Source: an optimization exercise on an open RTL-to-GDS flow (aim: small area). Production flows keep margins and buffers that such runs may drop.
The RTL was checked by simulation tests, not by an equivalence proof against the original design.
The flow treats the clock pin as an ideal source, which a real chip does not have.
No activity file was given, so power comes from the tool's default toggle rates.

Design maze_game, start of the top module:
module maze_game (
    input clk, input rst, input tick15, input tick_hsec, input key,
    input [2:0] key_num, input [2:0] volume,
    output [15:0] LED, output [6:0] DISPLAY, output reg [3:0] DIGIT,
    output [3:0] vgaRed, output [3:0] vgaGreen, output [3:0] vgaBlue,
    output hsync, output vsync, output reg sound_effect
);
    localparam INIT = 3'd0, WAIT = 3'd1, GAME = 3'd2, WIN = 3'd3, LOSE = 3'd4;
    function [2:0] char_rom(input [3:0] r, input [3:0] c);
        case ({r, c})
            8'd6: char_rom = 3'd1;
            8'd7: char_rom = 3'd1;
            8'd8: char_rom = 3'd1;
            8'd9: char_rom = 3'd1;
            8'd10: char_rom = 3'd1;
            8'd11: char_rom = 3'd1;
            8'd21: char_rom = 3'd1;
            8'd22: char_rom = 3'd7;
            8'd23: char_rom = 3'd7;
            8'd24: char_rom = 3'd7;
            8'd25: char_rom = 3'd7;
            8'd26: char_rom = 3'd1;
            8'd36: char_rom = 3'd1;
            8'd37: char_rom = 3'd7;
            8'd38: char_rom = 3'd7;
            8'd39: char_rom = 3'd7;
            8'd40: char_rom = 3'd7;
            8'd41: char_rom = 3'd7;
            8'd42: char_rom = 3'd1;
            8'd52: char_rom = 3'd1;
            8'd53: char_rom = 3'd7;
            8'd54: char_rom = 3'd4;
            8'd55: char_rom = 3'd7;
            8'd56: char_rom = 3'd4;
            8'd57: char_rom = 3'd7;
            8'd58: char_rom = 3'd7;
            8'd59: char_rom = 3'd1;
            8'd68: char_rom = 3'd1;
            8'd69: char_rom = 3'd7;
            8'd70: char_rom = 3'd7;
            8'd71: char_rom = 3'd7;
            8'd72: char_rom = 3'd7;
            8'd73: char_rom = 3'd6;
            8'd74: char_rom = 3'd7;
            8'd75: char_rom = 3'd1;
            8'd81: char_rom = 3'd1;
  ...
Size: ~53 I/O pins, about 0.0061 mm² of cells after synthesis.
==> flow/config.mk <==
export PLATFORM = sky130hd
export DESIGN_NAME = maze_game
export DESIGN_NICKNAME = maze_game
export VERILOG_FILES = /design/flow/design.v
export SDC_FILE = /design/flow/constraint.sdc
export NUM_CORES = 4
export LEC_CHECK = 0
export ABC_AREA = 1
export CAP_MARGIN = 20
export CORE_MARGIN = 2
export CORE_UTILIZATION = 60
export GPL_TIMING_DRIVEN = 0
export SLEW_MARGIN = 20
export SYNTH_MEMORY_MAX_BITS = 65536
==> flow/constraint.sdc <==
create_clock -name core_clock -period 40.0 [get_ports {clk}]
set_input_delay 8.0000 -clock core_clock [delete_from_list [all_inputs] [get_ports {clk}]]
set_output_delay 8.0000 -clock core_clock [all_outputs]
set_load 0.01 [all_outputs]
standard.sh (not shown) runs the stock make flow with config.mk's settings and CLKGATE_MAP_FILE= SYNTH_SCRIPT=/design/flow/synth_recipe.tcl, a recipe that flattens the netlist after the stock synthesis.
==> flow/flow/run.sh <==
#!/bin/bash
# Own flow: the standard synthesis, then its combinational logic is re-optimised for area
# (registers are left exactly as the standard synthesis made them; four rounds of ABC's deepsyn
# and area mapping run for eight seeds and the smallest result is kept), then the standard layout with
# minimum-size port buffers, no CTS dummy loads and clock buffers downsized where the
# clock-pin slew allows. Each tool's output goes to its own
# log_*.txt here.
set -euo pipefail
W=$(cd "$(dirname "$0")/.." && pwd)
cd "$W"
LIB=$FLOW_HOME/platforms/sky130hd/lib/sky130_fd_sc_hd__tt_025C_1v80.lib
YOSYS=$(command -v yosys || echo "$FLOW_HOME/../tools/install/yosys/bin/yosys")
R=orfs/results/sky130hd/maze_game/base

bash standard.sh synth > log_1_synth.txt 2>&1
cp $R/1_2_yosys.v synth_standard.v

python3 flow/mkmodels.py "$LIB" comb_models.v > log_2_models.txt 2>&1
DU=$(grep -o "sky130_fd_sc_hd__\(lpflow\|probe\)[a-z0-9_]*" "$FLOW_HOME/platforms/sky130hd/config.mk" | sort -u | sed "s/^/-dont_use /" | tr "\n" " ")
resynth() {
  S=$1
  : > resynth_$S.abc
  for K in 0 1 2 3; do
    printf 'strash\n&get -n\n&deepsyn -S %d -T 75\n&put\ndch -f\namap -F 10 -A 30\n' "$((S + 10 * K))" >> resynth_$S.abc
  done
  echo topo >> resynth_$S.abc
  "$YOSYS" -l log_3_resynth_$S.txt -p "read_liberty -lib $LIB; read_verilog -overwrite comb_models.v; \
    read_verilog synth_standard.v; hierarchy -top maze_game; flatten; opt -purge; techmap; opt -fast -purge; \
    abc -liberty $LIB $DU -script $W/resynth_$S.abc; opt_clean -purge; setundef -zero; \
    hilomap -singleton -hicell sky130_fd_sc_hd__conb_1 HI -locell sky130_fd_sc_hd__conb_1 LO; \
    rename -hide w:*.*; opt_clean -purge; insbuf -buf sky130_fd_sc_hd__buf_1 A X; splitnets; opt_clean -purge; \
    write_verilog -noattr resynth_$S.v; tee -o resynth_stat_$S.txt stat -liberty $LIB" > /dev/null
}
# eight seeds, four at a time
for BATCH in "1 2 3 4" "5 6 7 8"; do
  PIDS=""
  for S in $BATCH; do resynth $S & PIDS="$PIDS $!"; done
  for P in $PIDS; do wait $P; done
done
BEST=""; BA=""
for S in 1 2 3 4 5 6 7 8; do
  A=$(awk '/Chip area/ {print $NF}' resynth_stat_$S.txt)
  echo "seed $S: $A" >> log_3_resynth_choice.txt
  if [ -z "$BA" ] || awk -v a="$A" -v b="$BA" 'BEGIN {exit !(a < b)}'; then BEST=$S; BA=$A; fi
done
echo "kept seed $BEST: $BA" >> log_3_resynth_choice.txt
cp resynth_$BEST.v $R/1_2_yosys.v
rm -f $R/1_synth.odb $R/1_synth.sdc

KNOBS=("BUFFER_PORTS_ARGS=-buffer_cell sky130_fd_sc_hd__buf_1"
       "CTS_ARGS=-sink_clustering_enable -repair_clock_nets -dont_use_dummy_load")
bash standard.sh "${KNOBS[@]}" cts > log_4_to_cts.txt 2>&1
RESULTS="$W/$R" LIB="$LIB" openroad -no_init -exit flow/downsize_clk.tcl > log_5_clock_downsize.txt 2>&1
bash standard.sh "${KNOBS[@]}" finish > log_6_layout.txt 2>&1
Other scripts of this flow, unchanged in this note and not shown: flow/flow/downsize_clk.tcl, flow/flow/mkmodels.py
==> next run, changes <==
--- a/flow/flow/run.sh
+++ b/flow/flow/run.sh
@@ -1,6 +1,6 @@
 #!/bin/bash
 # Own flow: the standard synthesis, then its combinational logic is re-optimised for area
-# (registers are left exactly as the standard synthesis made them; four rounds of ABC's deepsyn
-# and area mapping run for eight seeds and the smallest result is kept), then the standard layout with
+# (registers are left exactly as the standard synthesis made them; ABC's deepsyn runs with four
+# seeds in parallel and the smallest result is kept), then the standard layout with
 # minimum-size port buffers, no CTS dummy loads and clock buffers downsized where the
 # clock-pin slew allows. Each tool's output goes to its own
@@ -20,9 +20,6 @@
 resynth() {
   S=$1
-  : > resynth_$S.abc
-  for K in 0 1 2 3; do
-    printf 'strash\n&get -n\n&deepsyn -S %d -T 75\n&put\ndch -f\namap -F 10 -A 30\n' "$((S + 10 * K))" >> resynth_$S.abc
-  done
-  echo topo >> resynth_$S.abc
+  printf 'strash\n&get -n\n&deepsyn -S %d -T 60\n&put\ndch -f\namap -F 10 -A 30\nstrash\n&get -n\n&deepsyn -S %d -T 60\n&put\ndch -f\namap -F 10 -A 30\ntopo\n' \
+    "$S" "$((S + 10))" > resynth_$S.abc
   "$YOSYS" -l log_3_resynth_$S.txt -p "read_liberty -lib $LIB; read_verilog -overwrite comb_models.v; \
     read_verilog synth_standard.v; hierarchy -top maze_game; flatten; opt -purge; techmap; opt -fast -purge; \
@@ -32,12 +29,9 @@
     write_verilog -noattr resynth_$S.v; tee -o resynth_stat_$S.txt stat -liberty $LIB" > /dev/null
 }
-# eight seeds, four at a time
-for BATCH in "1 2 3 4" "5 6 7 8"; do
-  PIDS=""
-  for S in $BATCH; do resynth $S & PIDS="$PIDS $!"; done
-  for P in $PIDS; do wait $P; done
-done
+PIDS=""
+for S in 1 2 3 4; do resynth $S & PIDS="$PIDS $!"; done
+for P in $PIDS; do wait $P; done
 BEST=""; BA=""
-for S in 1 2 3 4 5 6 7 8; do
+for S in 1 2 3 4; do
   A=$(awk '/Chip area/ {print $NF}' resynth_stat_$S.txt)
   echo "seed $S: $A" >> log_3_resynth_choice.txt
Result:
- The new run passed the timing, design-rule and antenna checks
- register-to-register slack is better by 0.13 ns
- flip-flop and latch count is unchanged
- setup slack loses 0.82 ns
- fmax goes down by 4.8%
- routed wire length went up by 4.8%
- synthesized area is higher by 1.3%
- global-route usage came out higher by 1.0 points
==> next run, changes <==
--- a/flow/flow/run.sh
+++ b/flow/flow/run.sh
@@ -1,9 +1,10 @@
 #!/bin/bash
 # Own flow: the standard synthesis, then its combinational logic is re-optimised for area
-# (registers are left exactly as the standard synthesis made them; ABC's deepsyn runs with four
-# seeds in parallel and the smallest result is kept), then the standard layout with
+# (registers are left exactly as the standard synthesis made them; four rounds of ABC's deepsyn
+# and area mapping run for eight seeds and the smallest result is kept), then the standard layout with
 # minimum-size port buffers, no CTS dummy loads and clock buffers downsized where the
-# clock-pin slew allows. Each tool's output goes to its own
-# log_*.txt here.
+# clock-pin slew allows. Output ports that share a driver are left as assigns (no extra
+# buffers): the layout's port buffering gives each port a buffer of its own. Each tool's output
+# goes to its own log_*.txt here.
 set -euo pipefail
 W=$(cd "$(dirname "$0")/.." && pwd)
@@ -20,18 +21,24 @@
 resynth() {
   S=$1
-  printf 'strash\n&get -n\n&deepsyn -S %d -T 60\n&put\ndch -f\namap -F 10 -A 30\nstrash\n&get -n\n&deepsyn -S %d -T 60\n&put\ndch -f\namap -F 10 -A 30\ntopo\n' \
-    "$S" "$((S + 10))" > resynth_$S.abc
+  : > resynth_$S.abc
+  for K in 0 1 2 3; do
+    printf 'strash\n&get -n\n&deepsyn -S %d -T 75\n&put\ndch -f\namap -F 10 -A 30\n' "$((S + 10 * K))" >> resynth_$S.abc
+  done
+  echo topo >> resynth_$S.abc
   "$YOSYS" -l log_3_resynth_$S.txt -p "read_liberty -lib $LIB; read_verilog -overwrite comb_models.v; \
     read_verilog synth_standard.v; hierarchy -top maze_game; flatten; opt -purge; techmap; opt -fast -purge; \
     abc -liberty $LIB $DU -script $W/resynth_$S.abc; opt_clean -purge; setundef -zero; \
     hilomap -singleton -hicell sky130_fd_sc_hd__conb_1 HI -locell sky130_fd_sc_hd__conb_1 LO; \
-    rename -hide w:*.*; opt_clean -purge; insbuf -buf sky130_fd_sc_hd__buf_1 A X; splitnets; opt_clean -purge; \
-    write_verilog -noattr resynth_$S.v; tee -o resynth_stat_$S.txt stat -liberty $LIB" > /dev/null
+    rename -hide w:*.*; opt_clean -purge; splitnets; opt_clean -purge; \
+    write_verilog -noattr -simple-lhs resynth_$S.v; tee -o resynth_stat_$S.txt stat -liberty $LIB" > /dev/null
 }
-PIDS=""
-for S in 1 2 3 4; do resynth $S & PIDS="$PIDS $!"; done
-for P in $PIDS; do wait $P; done
+# eight seeds, four at a time
+for BATCH in "1 2 3 4" "5 6 7 8"; do
+  PIDS=""
+  for S in $BATCH; do resynth $S & PIDS="$PIDS $!"; done
+  for P in $PIDS; do wait $P; done
+done
 BEST=""; BA=""
-for S in 1 2 3 4; do
+for S in 1 2 3 4 5 6 7 8; do
   A=$(awk '/Chip area/ {print $NF}' resynth_stat_$S.txt)
   echo "seed $S: $A" >> log_3_resynth_choice.txt
=> Setup slack is better by 0.88 ns; cell count came out lower by 2.2%; power came out lower by 14%; area after synthesis came out lower by 1.8%; combinational power came out lower by 31%; wire length came out lower by 2.5%; flip-flop and latch count stays the same; global-route usage came out lower by 0.34 points; critical path depth came out lower by 10; sequential share of layout area came out higher by 0.55 points.
==> next run, changes <==
--- a/flow/flow/run.sh
+++ b/flow/flow/run.sh
@@ -2,5 +2,5 @@
 # Own flow: the standard synthesis, then its combinational logic is re-optimised for area
 # (registers are left exactly as the standard synthesis made them; four rounds of ABC's deepsyn
-# and area mapping run for eight seeds and the smallest result is kept), then the standard layout with
+# and area mapping run for twelve seeds and the smallest result is kept), then the standard layout with
 # minimum-size port buffers, no CTS dummy loads and clock buffers downsized where the
 # clock-pin slew allows. Output ports that share a driver are left as assigns (no extra
@@ -33,6 +33,6 @@
     write_verilog -noattr -simple-lhs resynth_$S.v; tee -o resynth_stat_$S.txt stat -liberty $LIB" > /dev/null
 }
-# eight seeds, four at a time
-for BATCH in "1 2 3 4" "5 6 7 8"; do
+# twelve seeds, four at a time
+for BATCH in "1 2 3 4" "5 6 7 8" "9 10 11 12"; do
   PIDS=""
   for S in $BATCH; do resynth $S & PIDS="$PIDS $!"; done
@@ -40,5 +40,5 @@
 done
 BEST=""; BA=""
-for S in 1 2 3 4 5 6 7 8; do
+for S in 1 2 3 4 5 6 7 8 9 10 11 12; do
   A=$(awk '/Chip area/ {print $NF}' resynth_stat_$S.txt)
   echo "seed $S: $A" >> log_3_resynth_choice.txt
--- a/flow/config.mk
+++ b/flow/config.mk
@@ -9,5 +9,5 @@
 export CAP_MARGIN = 20
 export CORE_MARGIN = 2
-export CORE_UTILIZATION = 60
+export CORE_UTILIZATION = 70
 export GPL_TIMING_DRIVEN = 0
 export SLEW_MARGIN = 20
Effect: Worst setup slack degrades by 0.080 ns; synthesized cell count stays the same; via count came out higher by 1.6%; count of clock-buffer cells in the layout stays the same.

## static timing again, ports no longer ideal
No port has a modelled driver above. Below, the same layouts with a new extraction and two added sets of constraints.
Step 1 assumes that a clkbuf_16 drives the clock port and a buf_2 every other input.
Step 2 also shifts input and output timing later by t, the mid clock arrival at the registers, as if the neighbouring blocks saw the same clock.
Three values: ideal ports, drivers, drivers and shift; two values: the first two.
run	t, ns	setup slack, ns	worst data-port slew with drivers (ns)
the first run	0.520	23.660 / 23.630 / 24.150	0.04
the second run	0.484	22.839 / 22.804 / 23.288	0.03
the third run	0.485	23.724 / 23.693 / 24.178	0.04
the fourth run	0.472	23.644 / 23.612 / 24.085	0.05
After both steps every run listed still meets setup and hold.
